This design comes from an exercise in tuning for small area and a short achievable clock period on the open sky130 flow, not from production work. Only simulation tests tie the RTL to the original design; equivalence was not proved. No activity file was given, so power comes from the tool's default toggle rates.

Design fir_filter, start of the top module:
module fir_filter (clk, reset, x, y);
  input clk, reset;
  input signed [31:0] x;
  output signed [31:0] y;
  reg [31:0] h0, h1, h2, h3, h4, h5, h6;
  reg [31:0] t0;
  reg [31:0] t1;
  reg [31:0] r0;
  reg [31:0] r1;
  reg [31:0] q0;
  reg [31:0] q1;
  reg [31:0] y_reg;
  wire ts1, tc2;
  fir_fa u_ts1 (.a(h2[0]), .b(~h3[0]), .c(~h5[0]), .s(ts1), .co(tc2));
  wire ts3, tc4;
  fir_fa u_ts3 (.a(h2[0]), .b(h2[1]), .c(h4[0]), .s(ts3), .co(tc4));
  wire ts5, tc6;
  fir_fa u_ts5 (.a(~h3[1]), .b(~h5[1]), .c(tc2), .s(ts5), .co(tc6));
  wire ts7, tc8;
  fir_fa u_ts7 (.a(h2[1]), .b(h2[2]), .c(h4[1]), .s(ts7), .co(tc8));
  wire ts9, tc10;
  fir_fa u_ts9 (.a(h6[0]), .b(~h3[2]), .c(~h5[2]), .s(ts9), .co(tc10));
  wire ts11 = ~(tc4 ^ ts7);
  wire tc12 = tc4 | ts7;
  wire ts13, tc14;
  fir_fa u_ts13 (.a(ts9), .b(ts11), .c(tc6), .s(ts13), .co(tc14));
  wire ts15, tc16;
  fir_fa u_ts15 (.a(h2[2]), .b(h2[3]), .c(h3[0]), .s(ts15), .co(tc16));
  wire ts17 = ~(h4[2] ^ h6[1]);
  wire tc18 = h4[2] | h6[1];
  ...
For scale: ~1,100 cells after synthesis, ~440 flip-flops, ~21,000 um^2 of cells after synthesis.
Settings: LEC_CHECK=0, ABC_CLOCK_PERIOD_IN_PS=2500, CAP_MARGIN=20, CORE_MARGIN=2, CORE_UTILIZATION=40, CTS_BUF_LIST=sky130_fd_sc_hd__clkbuf_16, CTS_CLUSTER_DIAMETER=60, CTS_CLUSTER_SIZE=24, SLEW_MARGIN=20, SYNTH_HIERARCHICAL=1, SYNTH_MINIMUM_KEEP_SIZE=0; clock period 8.0 ns.
standard.sh (not shown) runs the stock make flow with config.mk's settings and CLKGATE_MAP_FILE= SYNTH_SCRIPT=/design/flow/synth_recipe.tcl, a recipe that flattens the netlist after the stock synthesis.
==> flow/flow/run.sh <==
#!/bin/bash
set -euo pipefail
export SETUP_SLACK_MARGIN=5.5
export BUFFER_PORTS_ARGS="-buffer_cell sky130_fd_sc_hd__buf_2"
bash standard.sh > make_finish.log 2>&1
Rerun with:
--- a/flow/config.mk
+++ b/flow/config.mk
@@ -11 +11 @@
-export CORE_UTILIZATION = 40
+export CORE_UTILIZATION = 65
What happened: Total power grows by about 2%. Global-route usage is higher by 9.0 points. Fmax is lower by about 0.55%. Setup slack degrades by 15 ps. Count of clock-buffer cells in the layout is unchanged. Core utilization came out higher by 28 points. Non-clock buffer count decreases by 3. Sequential power barely changes. First-iteration DRC count goes up by about 3%.
Rerun with:
--- a/flow/flow/run.sh
+++ b/flow/flow/run.sh
@@ -3 +3 @@
-export SETUP_SLACK_MARGIN=5.5
+export SETUP_SLACK_MARGIN=5.3
--- a/flow/config.mk
+++ b/flow/config.mk
@@ -7,0 +8 @@
+export ABC_AREA = 1
@@ -11 +12 @@
-export CORE_UTILIZATION = 65
+export CORE_UTILIZATION = 40
@@ -13,2 +14,2 @@
-export CTS_CLUSTER_DIAMETER = 60
-export CTS_CLUSTER_SIZE = 24
+export CTS_CLUSTER_DIAMETER = 90
+export CTS_CLUSTER_SIZE = 32
After rerunning:
- The changed run completed with no timing, DRC or antenna violations
- sequential power stays flat
- design area goes down by a few percent
- clock skew stays flat
- die area goes up by well over a third
- setup slack gets worse by 30 ps
- non-clock buffer count goes down by 16
- count of clock-buffer cells in the layout goes down by 14
- power goes down by roughly a tenth
Rerun with:
--- a/flow/config.mk
+++ b/flow/config.mk
@@ -8 +7,0 @@
-export ABC_AREA = 1
@@ -15 +14 @@
-export CTS_CLUSTER_SIZE = 32
+export CTS_CLUSTER_SIZE = 28
After rerunning: Design area went down by about 0.6%. Sequential share of layout area went up by 0.31 points. Die area stays flat. Power went down by 1.2%. Register-to-register slack gets worse by 80 ps. Routed wire length went up by about 6%. Area after synthesis is about the same. Maximum frequency went up by about 1.4%. Clock skew went up by 7.7 ps.

Starting RTL as in the previous note.
export LEC_CHECK = 0
export ABC_CLOCK_PERIOD_IN_PS = 2500
export CAP_MARGIN = 20
export CORE_MARGIN = 2
export CORE_UTILIZATION = 40
export CTS_BUF_LIST = sky130_fd_sc_hd__clkbuf_16
export CTS_CLUSTER_DIAMETER = 90
export CTS_CLUSTER_SIZE = 32
export SLEW_MARGIN = 20
export SYNTH_HIERARCHICAL = 1
export SYNTH_MINIMUM_KEEP_SIZE = 0
create_clock -name core_clock -period 8.0 [get_ports {clk}]
==> flow/flow/run.sh <==
#!/bin/bash
set -euo pipefail
export SETUP_SLACK_MARGIN=5.3
export BUFFER_PORTS_ARGS="-buffer_cell sky130_fd_sc_hd__buf_2"
bash standard.sh > make_finish.log 2>&1
The starting point finished clean.
Rerun with:
Settings changed: GPL_ROUTABILITY_DRIVEN from default to 0, GPL_TIMING_DRIVEN from default to 0.
Outcome: Setup slack gets worse by 0.052 ns; cell count rises by 0.83%; synthesized area is unchanged; design area goes up by 1.7%; die area does not change; global-route usage stays flat; clock power grows by about 10%; wire length falls by 1.5%.
Rerun with:
Settings changed: CORE_UTILIZATION 40 to 52, GPL_ROUTABILITY_DRIVEN 0 to default, GPL_TIMING_DRIVEN 0 to default.
Result: Maximum frequency came out lower by 0.40%; design area came out lower by about 2%; clock skew came out lower by 0.0040 ns; total power came out lower by about 1.7%; register-to-register slack is worse by 0.04 ns.

wip/maple:
Starting RTL as in the previous note.
clock: 8.0 ns
lec_check: 0
abc_clock_period_in_ps: 2500
cap_margin: 20
core_margin: 2
core_utilization: 40
cts_buf_list: sky130_fd_sc_hd__clkbuf_16
cts_cluster_diameter: 90
cts_cluster_size: 32
setup_slack_margin: 5.0
slew_margin: 20
synth_hierarchical: 1
synth_minimum_keep_size: 0
run.sh (not shown) runs the stock make flow with config.mk's settings and CLKGATE_MAP_FILE= SYNTH_SCRIPT=/design/flow/synth_recipe.tcl, a recipe that flattens the netlist after the stock synthesis.
Stock flow here: none of the scripts above is used.
Input-level comparison between wip/zinc and wip/maple:
==> flow/flow/run.sh (new file) <==
#!/bin/bash
set -euo pipefail
export SETUP_SLACK_MARGIN=5.5
export BUFFER_PORTS_ARGS="-buffer_cell sky130_fd_sc_hd__buf_2"
bash standard.sh > make_finish.log 2>&1
==> flow/standard.sh (new file) <==
#!/bin/bash
# synth_recipe.tcl (not shown) runs the flow's synth.tcl, then flattens the netlist and writes it again
# the make line also repeats each setting of config.mk as NAME=value (left out here)
make -C /OpenROAD-flow-scripts/flow DESIGN_CONFIG=/design/flow/config.mk WORK_HOME=/design/flow/orfs CLKGATE_MAP_FILE= SYNTH_SCRIPT=/design/flow/synth_recipe.tcl "${@:-finish}"
--- a/flow/config.mk
+++ b/flow/config.mk
@@ -14,3 +14,2 @@
 export CTS_CLUSTER_SIZE = 32
-export SETUP_SLACK_MARGIN = 5.0
 export SLEW_MARGIN = 20
removed: flow/run.sh
--- outcome ---
- Sequential share of layout area is higher on wip/maple
- wip/zinc reports a higher final cell count than wip/maple does.
- Smallest hold slack on wip/zinc is behind wip/maple.
- Setup slack of the worst register-to-register path ended up 0.28 ns higher on wip/zinc than on wip/maple.
#### Input delta (wip/violet over wip/zinc)
--- a/flow/config.mk
+++ b/flow/config.mk
@@ -12,3 +12,3 @@
 export CTS_BUF_LIST = sky130_fd_sc_hd__clkbuf_16
-export CTS_CLUSTER_DIAMETER = 90
+export CTS_CLUSTER_DIAMETER = 80
 export CTS_CLUSTER_SIZE = 32
## What came out
[diff] final critical-path required period, wip/violet relative to wip/zinc: regression. In wip/violet, area added between synthesis and finish is higher than in wip/zinc. The sequential fraction of design power number comes out higher for wip/zinc vs wip/violet. Compared with wip/zinc, wip/violet shows switching power summed over all nets higher by about 2.5%. wip/violet: total power draw is 0.00019 W higher than what wip/zinc reported.
The inputs of wip/fjord differ from those of wip/violet as listed below.
==> flow/flow/run.sh <==
#!/bin/bash
set -euo pipefail
export SETUP_SLACK_MARGIN=5.2
export BUFFER_PORTS_ARGS="-buffer_cell sky130_fd_sc_hd__buf_2"
bash standard.sh > make_finish.log 2>&1
--- a/flow/config.mk
+++ b/flow/config.mk
@@ -12,3 +12,3 @@
 export CTS_BUF_LIST = sky130_fd_sc_hd__clkbuf_16
-export CTS_CLUSTER_DIAMETER = 80
+export CTS_CLUSTER_DIAMETER = 90
 export CTS_CLUSTER_SIZE = 32
## What came out
Post-route worst hold slack up 0.0030 ns in wip/fjord wrt wip/violet. In wip/fjord the global-route track usage on met1 turned out 0.27 points lower than in wip/violet. Cell area came out lower on wip/fjord than on wip/violet. wip/fjord vs. wip/violet: post-CTS setup repair buffer count shrank by 4; number of vias per cell held steady; wire length shrank by 5.2%. On non-clock buffer count, the lower figure sits with wip/fjord, not wip/violet.
Input changes introduced in wip/juniper (baseline for comparison: wip/fjord):
==> flow/flow/run.sh <==
#!/bin/bash
set -euo pipefail
export SETUP_SLACK_MARGIN=5.3
export BUFFER_PORTS_ARGS="-buffer_cell sky130_fd_sc_hd__buf_2"
bash standard.sh > make_finish.log 2>&1
--- a/flow/config.mk
+++ b/flow/config.mk
@@ -14,2 +14,3 @@
 export CTS_CLUSTER_SIZE = 32
+export PLACE_DENSITY = 0.75
 export SLEW_MARGIN = 20
[summary]
Reported for wip/fjord and wip/juniper, gate count after technology mapping turned out identical to the last digit.
Diff wip/fjord..wip/juniper | final-layout non-clock buffer area share | negligible
Number of antenna violations at the first check in global routing in wip/juniper is 2 higher than in wip/fjord
A most used routing layer in global routing of met2 is what wip/juniper shows, while met1 belongs to wip/fjord.
wip/juniper: PASS, flow complete, no timing, DRC or antenna violations

static timing again, ports no longer ideal:
No port has a modelled driver above. Below, the same layouts with a new extraction and two added sets of constraints. Step 1 assumes that a clkbuf_16 drives the clock port and a buf_2 every other input. Step 2, shift: input delay + t, output delay - t, t = (earliest + latest rising clock arrival at the registers) / 2. This alone moves slack from input paths to output paths. Three values: no drivers, after step 1, after step 2; two values: the first two.
| run | t, ns | setup slack, ns | hold slack, ns | worst setup path after step 2 |
|---|---|---|---|---|
| the first run of note 1 | 0.603 | 5.312 / 5.256 / 5.134 | 0.354 / 0.354 / 0.354 | input to register |
| the second run of note 1 | 0.571 | 5.297 / 5.244 / 5.110 | 0.349 / 0.349 / 0.349 | input to register |
| the third run of note 1 | 0.615 | 5.267 / 5.210 / 4.983 | 0.360 / 0.360 / 0.360 | input, reset recovery |
| the fourth run of note 1 | 0.587 | 5.305 / 5.251 / 5.067 | 0.358 / 0.358 / 0.358 | input, reset recovery |
| the first run of note 2 | 0.589 | 5.317 / 5.265 / 5.055 | 0.359 / 0.359 / 0.359 | input, reset recovery |
| the second run of note 2 | 0.593 | 5.265 / 5.212 / 5.149 | 0.362 / 0.362 / 0.362 | input to register |
| the third run of note 2 | 0.583 | 5.254 / 5.203 / 5.003 | 0.353 / 0.353 / 0.353 | input, reset recovery |
| wip/maple | 0.589 | 5.162 / 5.111 / 4.666 | 0.358 / 0.358 / 0.358 | input, reset recovery |
| wip/zinc | 0.599 | 5.298 / 5.242 / 5.128 | 0.349 / 0.349 / 0.349 | input to register |
| wip/violet | 0.617 | 5.274 / 5.216 / 5.134 | 0.356 / 0.356 / 0.356 | input to register |
| wip/fjord | 0.589 | 5.314 / 5.262 / 4.950 | 0.359 / 0.359 / 0.359 | input, reset recovery |
| wip/juniper | 0.593 | 5.303 / 5.252 / 5.050 | 0.351 / 0.351 / 0.351 | input, reset recovery |
After both steps setup and hold are still met in every run listed. The setup slack of wip/maple, which loses most, moves by -0.051 ns with the drivers and by -0.496 ns with both steps. The worst setup slack also covers recovery checks on asynchronous resets.
